Context: an optimization exercise on an open-source flow, tuned for small area, a short achievable clock period and few clock cycles per item. The choices shown serve that exercise and are no tape-out recipe. Only simulation tests tie the RTL to the original design; equivalence was not proved. Power is estimated from default activity; no workload was simulated.

Setup of v6:
==> flow/design.v (excerpt) <==
module ALU_top(
    input soc_clk,
    input reset,
    input [31:0] ALU_dat1,
    input [31:0] ALU_dat2,
    input [5:0] Instruction_from_CU,
    output ALU_overflow,
    output ALU_con_met,
    output ALU_zero,
    output ALU_err,
    output ALU_ready,
    output [31:0] ALU_out,
    output ALU_accept
);
For scale: ~1,000 cells after synthesis, ~35 flip-flops.
clock: 14.0 ns
lec_check: 0
abc_area: 1
cap_margin: 20
core_margin: 2
core_utilization: 60
slew_margin: 20
standard.sh (not shown) runs the stock make flow with config.mk's settings and CLKGATE_MAP_FILE= SYNTH_SCRIPT=/design/flow/synth_recipe.tcl, a recipe that flattens the netlist after the stock synthesis.
==> flow/flow/run.sh <==
#!/bin/bash
# Standard ORFS layout (the standard.sh), with plain buf_2 port buffers, a
# setup margin so that the repair steps size the logic for a shorter period,
# and clock tree synthesis without dummy balancing loads.
set -euo pipefail
bash standard.sh "BUFFER_PORTS_ARGS=-buffer_cell sky130_fd_sc_hd__buf_2" SETUP_SLACK_MARGIN=8.15 RECOVER_POWER=70 \
  "CTS_ARGS=-sink_clustering_enable -repair_clock_nets -dont_use_dummy_load" finish > standard.log 2>&1
v6 ran to completion and came out clean on the timing, DRC and antenna checks.
Testbench counts of v6, summed over its fixed seeds: cycles 24,000, items 12,000.
## Diff of input files: v7 against v6
==> flow/flow/run.sh <==
#!/bin/bash
# Standard ORFS layout (the standard.sh), with plain buf_2 port buffers and a
# setup margin so that the repair steps size the logic for a shorter period.
set -euo pipefail
bash standard.sh "BUFFER_PORTS_ARGS=-buffer_cell sky130_fd_sc_hd__buf_2" SETUP_SLACK_MARGIN=8.0 finish > standard.log 2>&1
diff --git a/flow/config.mk b/flow/config.mk
--- a/flow/config.mk
+++ b/flow/config.mk
@@ -11 +11 @@
-export CORE_UTILIZATION = 60
+export CORE_UTILIZATION = 40
Notes after the runs:
- Per the comparison of v7 with v6, height of the die went up by about 22%; share of power burned in the clock network went up by 6.9 points; number of clock buffers inserted by TritonCTS was more or less identical.
- For v6, the worst setup path endpoint was out_r[14]$_DFF_P_, unlike v7, where it was out_r[5]$_DFF_P_.

* * *

Setup of job 7627:
ALU_top again, from the RTL that the note above started with.
clock: 14.0 ns
lec_check: 0
abc_area: 1
cap_margin: 20
core_margin: 2
core_utilization: 60
slew_margin: 20
==> flow/flow/run.sh <==
#!/bin/bash
# Standard ORFS layout (the standard.sh), with plain buf_2 port buffers, a
# setup margin so that the repair steps size the logic for a shorter period,
# and clock tree synthesis without dummy balancing loads.
set -euo pipefail
bash standard.sh "BUFFER_PORTS_ARGS=-buffer_cell sky130_fd_sc_hd__buf_2" SETUP_SLACK_MARGIN=8.15 RECOVER_POWER=50 \
  "CTS_ARGS=-sink_clustering_enable -repair_clock_nets -dont_use_dummy_load" finish > standard.log 2>&1
Testbench counts of job 7627, summed over its fixed seeds: cycles 24,000, items 12,000.
Here is what was changed in the inputs of job 3992 compared with job 7627.
==> flow/flow/run.sh <==
#!/bin/bash
# The standard ORFS layout (standard.sh) with these changes:
# - plain buf_2 port buffers (every port is still buffered);
# - a setup margin so that the repair steps size the logic for a shorter period;
# - clock tree synthesis without dummy balancing loads;
# - power recovery on half the paths after global routing (downsizes gates
#   that have slack to spare).
# Synthesis is the standard one. The full make output goes to standard.log.
set -euo pipefail
bash standard.sh "BUFFER_PORTS_ARGS=-buffer_cell sky130_fd_sc_hd__buf_2" SETUP_SLACK_MARGIN=8.3 RECOVER_POWER=50 \
  "CTS_ARGS=-sink_clustering_enable -repair_clock_nets -dont_use_dummy_load" finish > standard.log 2>&1
==> run summary <==
- Job 3992: flow completed, timing, DRC and antenna clean
- Portion of the layout cell area used by non-clock buffers in job 3992 is 1.4 points above job 7627.
- Delta(number of nets in the finished design, job 3992 - job 7627) > 0
- When job 3992 is set beside job 7627, its net switching power turns out to be about 2.6% larger.
- Job 3992 -> job 7627: area of the die delta 0, exact match
- Job 3992 vs. job 7627: part of the power in combinational logic went up 1.1 points, overall via count from detail_route went up 1.9%, wire length per cell now larger, routed wire length went up 5.4%.
- From job 7627 to job 3992 the numbers moved as follows: final critical path time including I/O delays and setup up 0.013 ns, utilization of the core after routing up 2.5 points, final clock period utilization by the worst path flat.
The inputs of job 2609 differ from those of job 3992 as listed below.
Settings: changing CORE_UTILIZATION from 60 to 40.
==> flow/flow/run.sh <==
#!/bin/bash
# Standard ORFS layout (the standard.sh), with plain buf_2 port buffers and a
# setup margin so that the repair steps size the logic for a shorter period.
set -euo pipefail
bash standard.sh "BUFFER_PORTS_ARGS=-buffer_cell sky130_fd_sc_hd__buf_2" SETUP_SLACK_MARGIN=8.5 finish > standard.log 2>&1
Notes after the runs:
Job 2609 vs job 3992: met1 usage down in job 2609. Compared with job 3992, in job 2609 initial standard-cell utilization of the core now sits lower; final area went up 5.8%; data required time of the worst path neither gained nor lost much.
Input-level comparison between job 8419 and job 2609:
Settings: changing CORE_UTILIZATION from 40 to 60.
==> flow/flow/run.sh <==
#!/bin/bash
# Standard ORFS layout (the standard.sh), with plain buf_2 port buffers, a
# setup margin so that the repair steps size the logic for a shorter period,
# and clock tree synthesis without dummy balancing loads.
set -euo pipefail
bash standard.sh "BUFFER_PORTS_ARGS=-buffer_cell sky130_fd_sc_hd__buf_2" SETUP_SLACK_MARGIN=8.5 RECOVER_POWER=100 \
  "CTS_ARGS=-sink_clustering_enable -repair_clock_nets -dont_use_dummy_load" finish > standard.log 2>&1
[summary]
- The layout from job 8419, despite a flow that completed every stage, fails the layout checks, with the failing checks listed as capacitance limit, slew limit.
- Per the comparison of job 8419 with job 2609, pin slew with the least headroom to its limit grew by 0.71 ns, number of cells in the finished layout apart from fillers decreased about 3.3%, worst setup slack decreased 2.60 ns.
- Post-detailed-routing wire length of job 8419 exceeds that of job 2609 slightly.
- Higher number of buffers added for setup after CTS among job 8419 and job 2609: job 8419
- Job 8419 has number of nets in the layout above what job 2609 had.
- Job 8419 gives less timing-limited maximum frequency than job 2609 did.
- Between job 2609 and job 8419, the sequential share of layout area figures differ only marginally.
- Compared with job 2609, job 8419 is the less power-hungry design.
- Going from job 2609 to job 8419, the met1 layer usage reported by global route was found to have gone up by 15 points.
- On register-to-register slack, job 8419 and job 2609 are basically level.
#### Input delta (job 1873 over job 8419)
==> flow/flow/run.sh <==
#!/bin/bash
# Standard ORFS layout (the standard.sh), with plain buf_2 port buffers and a
# setup margin so that the repair steps size the logic for a shorter period.
set -euo pipefail
bash standard.sh "BUFFER_PORTS_ARGS=-buffer_cell sky130_fd_sc_hd__buf_2" SETUP_SLACK_MARGIN=8.3 finish > standard.log 2>&1
## What came out
- Job 1873 closes out successfully: all stages finished, all timing, DRC and antenna checks passed.
- out_r[15] as the worst setup path endpoint was reported by job 8419, and out_r[28] by job 1873.
- | setup slack of the most critical reg-to-reg path | job 1873 vs job 8419 | ≈ equal |
- Delta (job 1873 minus job 8419): number of standard cells in the layout, taps in and fillers out fell 1.8%; total track usage dropped 1.4 points.

what the ideal ports hide:
Ports are ideal in the flow. The routed layouts listed here were re-timed in OpenROAD. Step 1 sets driving cells, clkbuf_16 on the clock port and buf_2 on the other inputs (assumed; they add their load-dependent delay and slew). Step 2 moves the port delays by t, midway between the first and last clock arrival at a register: inputs arrive t later, outputs are due t later. That takes back most of the time a late clock gives input paths. Three values: ideal ports, drivers, drivers and shift; two values: the first two.
run	shift t [ns]	slack for setup (ns)	latest minus earliest clock arrival (ns)
v6	0.317	7.650 / 7.643 / 7.326	0.014 / 0.014
v7	0.319	8.254 / 8.270 / 7.951	0.010 / 0.010
job 7627	0.318	8.388 / 8.387 / 8.069	0.014 / 0.014
job 3992	0.315	8.374 / 8.341 / 8.026	0.011 / 0.011
job 2609	0.320	8.487 / 8.479 / 8.159	0.010 / 0.010
job 8419	0.318	5.886 / 5.896 / 5.578	0.014 / 0.014
job 1873	0.322	8.386 / 8.350 / 8.028	0.016 / 0.016
The setup slack of job 1873, which loses most, moves by -0.036 ns with the drivers and by -0.358 ns with both steps.
